This design comes from an exercise in tuning for a short achievable clock period and few clock cycles on the open sky130 flow, not from production work. The RTL was checked by simulation tests, not by an equivalence proof against the original design. Power figures rest on the tool's default switching activity, not on a simulated workload.

### config.mk
export PLATFORM = sky130hd
export DESIGN_NAME = mips_top
export DESIGN_NICKNAME = mips_top
export VERILOG_FILES = /design/flow/design.v
export SDC_FILE = /design/flow/constraint.sdc
export NUM_CORES = 4
export LEC_CHECK = 0
export CAP_MARGIN = 20
export CORE_MARGIN = 2
export CORE_UTILIZATION = 40
export PLACE_DENSITY = 0.6
export SLEW_MARGIN = 20
### constraint.sdc
create_clock -name core_clock -period 10.5 [get_ports {clk}]
set_input_delay 2.1000 -clock core_clock [delete_from_list [all_inputs] [get_ports {clk}]]
set_output_delay 2.1000 -clock core_clock [all_outputs]
set_load 0.01 [all_outputs]
### design.v
module alu(srca, srcb, alucontrol, aluresult, zero);
  input [31:0] srca, srcb;
  input [2:0] alucontrol;
  output reg[31:0] aluresult;
  output reg zero;
  reg [32:0] a, b, c;
  always @ (*) begin
    a = srca;
    b = srcb;
    a[32] = a[31];
    b[32] = b[31];
    c = a-b;
    case(alucontrol)
      0:aluresult = srca & srcb;
      1:aluresult = srca | srcb;
      2:aluresult = srca + srcb;
      4:aluresult = srca & (~srcb);
      5:aluresult = srca | (~srcb);
      6:aluresult = srca - srcb;
      7:aluresult = c[32];
      default:aluresult = srca + srcb;
    endcase
    zero = aluresult == 0 ? 1'b1:1'b0;
  end
endmodule
module control_unit(opcode, funct, memtoreg, memwrite, branch, alusrc, regdst, regwrite, alucontrol);
  input [5:0] opcode, funct;
  output reg memtoreg, memwrite, branch, alusrc, regdst, regwrite;
  output reg [2:0] alucontrol;
  always @ (*) begin
    regdst = 0;
    regwrite = 0;
    alusrc = 0;
    memwrite = 0;
    memtoreg = 0;
    branch = 0;
    alucontrol = 3'b010;
    case(opcode)
      6'b100011: begin
        regdst = 0;
        regwrite = 1;
        alusrc = 1;
        memwrite = 0;
        memtoreg = 1;
        branch = 0; 
        alucontrol = 3'b010;
      end
      6'b001000: begin
        regwrite = 1;  
        regdst = 0;  
        alusrc = 1;  
        branch = 0;  
        memwrite = 0;  
        memtoreg = 0;  
        alucontrol = 3'b010;  
      end
      6'b101011: begin
        regdst = 0;
        regwrite = 0;
        alusrc = 1;
        memwrite = 1;
        memtoreg = 0;
        branch = 0; 
      	alucontrol = 3'b010;
      end
      6'b000100: begin
        regdst = 0;
        regwrite = 0;
        alusrc = 0;
        memwrite = 0;
        memtoreg = 0;
        branch = 1; 
      	alucontrol = 3'b110;
      end
      6'b000000: begin
        regdst = 1;
        regwrite = 1;
        alusrc = 0;
        memwrite = 0;
        memtoreg = 0;
        branch = 0; 
        case(funct)
          6'b100000: alucontrol = 3'b010; 
          6'b100010: alucontrol = 3'b110; 
          6'b100100: alucontrol = 3'b000; 
          6'b100101: alucontrol = 3'b001; 
          6'b101010: alucontrol = 3'b111; 
          default: alucontrol = 3'b010;
        endcase
        end
    endcase
  end
endmodule
module sign_extend(in, out);
  input [15:0] in;
  output [31:0] out;
  assign out = {{16{in[15]}}, in};
endmodule
module shl_2(in, out);
  input [31:0] in;
  output [31:0] out;
  assign out = {in[29:0], 2'b00};
endmodule
module adder(a, b, out);
  input [31:0] a, b;
  output [31:0] out;
  assign out = a + b;
endmodule
module d_flop(d, clk, rst, q);
  input [31:0] d;
  input clk, rst;
  output reg [31:0] q;
  always @ (posedge clk)
    if (rst)
      q <= 32'b0;
    else
      q <= d;
endmodule
module mux2_32(d0, d1, a, out);
  input [31:0] d0, d1;
  input a;
  output [31:0] out;
  assign out = a ? d1 : d0;
endmodule
module mux2_5(d0, d1, a, out);
  input [4:0] d0, d1;
  input a;
  output [4:0] out;
  assign out = a ? d1 : d0;
endmodule
module register_file(clk, we3, a1, a2, a3, wd3, rd1, rd2);
  input clk, we3;
  input [4:0] a1, a2, a3;
  input [31:0] wd3;
  output reg [31:0] rd1, rd2;
  reg [31:0] adress[31:0];
  always @ (posedge clk) begin
    if(we3) begin
      adress[a3] <= wd3;
    end  
  end
  always @(*) begin
    rd1 = a1 ? adress[a1] : 0;
  end
  always @(*) begin
    rd2 = a2 ? adress[a2] : 0;
  end
endmodule
module mips_cpu(clk, rst, instruction_memory_a, instruction_memory_rd, data_memory_a, data_memory_rd, data_memory_we, data_memory_wd,
                register_a1, register_a2, register_a3, register_we3, register_wd3, register_rd1, register_rd2);
  input clk, rst;
  output data_memory_we;
  output wire [31:0] instruction_memory_a, data_memory_a, data_memory_wd;
    input [31:0] instruction_memory_rd, data_memory_rd;
  output register_we3;
  output wire [4:0] register_a1, register_a2, register_a3;
  output [31:0] register_wd3;
  input [31:0] register_rd1, register_rd2;
  wire [31:0] d, q;
  wire [31:0] pcplus4, pcbranch; 
  wire [31:0] four = 4;
  wire [31:0] sign_imm, shift_imm, srca, srcb, aluresult, result;
  wire memtoreg, memwrite, branch, alusrc, regdst, regwrite, zero, pcsrc;
  wire [2:0] alucontrol;
  wire [4:0] writereg;
  adder add4(four, q, pcplus4);
  sign_extend ext(instruction_memory_rd[15:0], sign_imm);
  shl_2 shift(sign_imm, shift_imm);
  adder add_branch(shift_imm, pcplus4, pcbranch);
  mux2_32 mux_d(pcplus4, pcbranch, pcsrc, d);
  d_flop flop(d, clk, rst, q);
  control_unit unit(instruction_memory_rd[31:26],instruction_memory_rd[5:0], memtoreg, memwrite, branch, alusrc, regdst, regwrite, alucontrol);
  assign register_we3 = regwrite;
  assign instruction_memory_a = q;
  assign register_a1 = instruction_memory_rd[25:21];
  assign register_a2 = instruction_memory_rd[20:16];
  mux2_5 mux_writereg(instruction_memory_rd[20:16], instruction_memory_rd[15:11], regdst, writereg);
  assign register_a3 = writereg;
  mux2_32 mux_res(aluresult, data_memory_rd, memtoreg, result);
  assign register_wd3 = result;
  assign data_memory_we = memwrite;
  assign data_memory_wd = register_rd2 ? register_rd2 : 0;
  assign data_memory_a = aluresult;
  assign srca = register_rd1 ? register_rd1 : 0;
  mux2_32 mux_srcb(register_rd2, sign_imm, alusrc, srcb);
  alu alu1(srca, srcb, alucontrol, aluresult, zero);
  assign pcsrc = branch & zero;
endmodule
module mips_top(clk, rst, imem_addr, imem_rdata, dmem_addr, dmem_we, dmem_wdata, dmem_rdata);
  input clk, rst;
  output [31:0] imem_addr;
  input [31:0] imem_rdata;
  output [31:0] dmem_addr;
  output dmem_we;
  output [31:0] dmem_wdata;
  input [31:0] dmem_rdata;
  wire [4:0] a1, a2, a3;
  wire we3;
  wire [31:0] wd3, rd1, rd2;
  mips_cpu cpu(clk, rst, imem_addr, imem_rdata, dmem_addr, dmem_rdata, dmem_we, dmem_wdata,
               a1, a2, a3, we3, wd3, rd1, rd2);
  register_file rf(clk, we3, a1, a2, a3, wd3, rd1, rd2);
endmodule
### run.sh
#!/bin/bash
# synth_recipe.tcl (not shown) runs the flow's synth.tcl, then flattens the netlist and writes it again
# the make line also repeats each setting of config.mk as NAME=value (left out here)
make -C /OpenROAD-flow-scripts/flow DESIGN_CONFIG=/design/flow/config.mk WORK_HOME=/design/flow/orfs CLKGATE_MAP_FILE= SYNTH_SCRIPT=/design/flow/synth_recipe.tcl finish
==> impl_results.md <==
* Status: no timing/DRC/antenna violations
* Clk sinks at 1054
* Syn Inst Count at 3747
* Initial antenna violation count at 15
* Unrepaired setup endpoints after global routing: no
* Routed WL per cell at 33.8 µm
* Cell Rows at 137
* Final Max Tran Viols at 0
* GRT overflow at 0
* Synth top area share at 0.546
* HP Class: reg -> reg
* VDD IR max at 0.164 mV
* Starting Density at 0.403
* Lkg Pwr at 22.6 nW
* Post-synth EDFFs at 1024
* Placer Congestion at 0.929
* FF-to-FF path depth at 28
* Initial drt markers at 5366
* Main flop type after synthesis: edfxtp_1
* Drt pass-1 iters at 8
* Core ar. at 0.140 mm²
* Required @ worst endpoint at 8.40 ns
* Count of unique library cells instantiated by Yosys at 102
* Worst Skew at 0.0332 ns
* Synth top area cells: edfxtp_1, mux4_2, mux2i_1
* Largest net degree at the start of global routing at 73
* Layout fillers at 12100
* Die area at 0.144 mm²
* Placed cell area at 0.0620 mm²
* Postcts setup bufs at 0
* CP arrival at 8.15 ns
* Port buffer count at 160
* Crit Path Category: in -> out
* Crit. End Element: primary output
* Overall Global Routing Usage at 0.279
* Worst hold path depth at 1
* WL final at 205 mm
* Yosys warning count at 4
* CTS tree: yes
* Most common cell in the synthesized netlist: edfxtp_1
* Reg2reg setup slack at 3.06 ns
* HPWL after DPL at 131 mm
* Deepest clock path buffer count at 3
* Syn_area_per_cell at 15.0 µm²
* MaxCap Viol Count at 0
* Most frequent cells after synthesis: edfxtp_1, mux4_2, mux2i_1, nand2_1, nor2_1
* Share of layout cells above drive strength 1 at 0.256
* IO Count at 163
* Seq cells post-synth at 1054
* Fraction of registers with async set/reset at 0
* Tightest Pin Transition at 1.31 ns
* Reg clk slew, reported paths at 0.07 ns
* Detailed-route DRC error count at 0
* # hold bufs at CTS at 0
* Design Area, Final at 0.0657 mm²
* Die Height at 379 µm
* Via count at 39400
* Vias per std cell at 6.50
* Die Wd at 379 µm
* Period utilization at 0.976
* # nets final at 4259
* Routed Antenna Nets at 0
* Worst-path maximum fanout at 19
* Hold Vio Cnt, Final at 0
* Worst setup SP type: input port
* Relative slew margins at 0.129
* TritonCTS buffer count at 107
* Placed insts at 5863
* Final Util at 0.471
* Synth area leader: edfxtp_1
* Vias in the first global route at 37500
* Setup violators final at 0
* Resized cells post-CTS at 0
* Power density cells at 182 mW/mm²
* Syn-to-layout area delta at 16.7%
* First-pass GRT wire length at 283 mm
* Seq/Total Area, Yosys at 0.557
* Clock latency (worst-skew pair) at 0.74 ns
* Clock period minus worst slack at 10.25 ns
* Mapped Area at 0.0563 mm²
* Fmax at 0.0976 GHz
* Post-Layout Cell Count at 6066
* Max H-tree Level at 3
* Setup TNS at 0 ns
* Root Driver: clkbuf_16
## cell usage in the layout (no fill, tap or decap), types with 39 or more instances in the layout
cell type,n
xnor2_1,82
o21ai_0,69
mux2i_1,339
buf_4,311
clkbuf_16,110
a21oi_1,131
nor2_1,126
xor2_1,40
mux4_2,373
edfxtp_1,1024
mux2_2,76
a22oi_1,113
nand4_1,39
clkdlybuf4s50_1,149
o22ai_1,49
a21o_1,44
nand2_1,174
ha_1,93
nand3_1,66
## state kept, by name, summed over array words and instances, names as in the netlist
name        count
rf.adress    1024
cpu.flop.q     30
## worst paths after layout
path | startpoint | to
max | imem_rdata[16] | dmem_addr[25]
min | cpu.flop.q[2] | cpu.flop.q[2]
max reg2reg | rf.adress[11][8] | cpu.flop.q[24]
min reg2reg | cpu.flop.q[2] | cpu.flop.q[2]
## cells by family after synthesis
group,after synthesis,synth area share
DFF,1054,0.557
muxes,791,0.226
and+or+nand+nor,700,0.0635
AOI/OAI and AO/OA,687,0.0846
buffers and inverters,294,0.0282
xor gates and xnor gates,122,0.0190
adders and majority gates,98,0.0219
other,1,0.0000666
## per-stage QoR
step	setup slack, ns	power, mW	hold slack, ns
after global routing	0.0143	12.3	0.644
final	0.253	12.0	0.599
after floorplan	1.06	6.85	0.574
after CTS	0.0946	12.0	0.592
after detailed placement	0.126	8.14	0.583
after global placement	0.133	8.12	0.570
## cell type report
class                   instances  area (µm²)  area share
repair buffers                498        4530      0.0690
inverters                      37         139     0.00211
clock buffers                 133        2800      0.0426
flip-flops and latches       1054       31400       0.477
diodes                          4        10.0    0.000152
clock inverters                64         691      0.0105
well taps                    1876        2350      0.0357
multi-input cells            2400       23800       0.362
## report_power, final
group,internal [mW],leakage [nW],switching [mW]
logic,0.937,11.5,1.84
registers,5.35,9.45,0.00428
clock network,2.17,1.68,1.67
## worst max-delay path, cell delays in order
cell,delay [ns]
buf_12,0.20
mux4_2,0.52
mux2_2,0.29
a221oi_1,0.53
o41a_1,0.37
o211a_1,0.22
nand4_1,0.19
nor2b_2,0.22
nor2_1,0.07
xor2_1,0.15
ha_1,0.31
a21o_1,0.20
a31o_2,0.22
a221o_1,0.33
or3_1,0.39
o21ai_2,0.16
o21ai_0,0.14
or4b_2,0.65
a31o_2,0.23
nand2_1,0.07
clkdlybuf4s50_1,0.54
## per-layer routing
metal	track usage	wire, µm
met5	0.00412	136
met4	0.106	8490
met3	0.0570	23500
met2	0.442	94400
met1	0.379	78300
Testbench counts, summed over its fixed seeds: cycles 11,713.

port drivers added, routing unchanged:
How much do the figures lean on ideal ports? The routed layout below was timed once more, with nothing changed but the port constraints.
Step 1 (the two cells are an assumption about what drives the block):
set clk [get_ports {clk}]
set_driving_cell -lib_cell sky130_fd_sc_hd__clkbuf_16 $clk
set_driving_cell -lib_cell sky130_fd_sc_hd__buf_2 [delete_from_list [all_inputs] $clk]
Step 2 times the ports against the registers' clock, not the clock port: input delays grow and output delays shrink by t, the midpoint of the rising clock arrivals with the driver on.
a / b / c = no drivers / after step 1 / after step 2; a / b = the first two.
shift t [ns]: 0.803
setup WS [ns]: 0.253 / 0.190 / 0.190
worst setup path at the end: input to output
After both steps this run still meets setup and hold. The setup slack of this run moves by -0.063 ns with the drivers and by -0.063 ns with both steps.
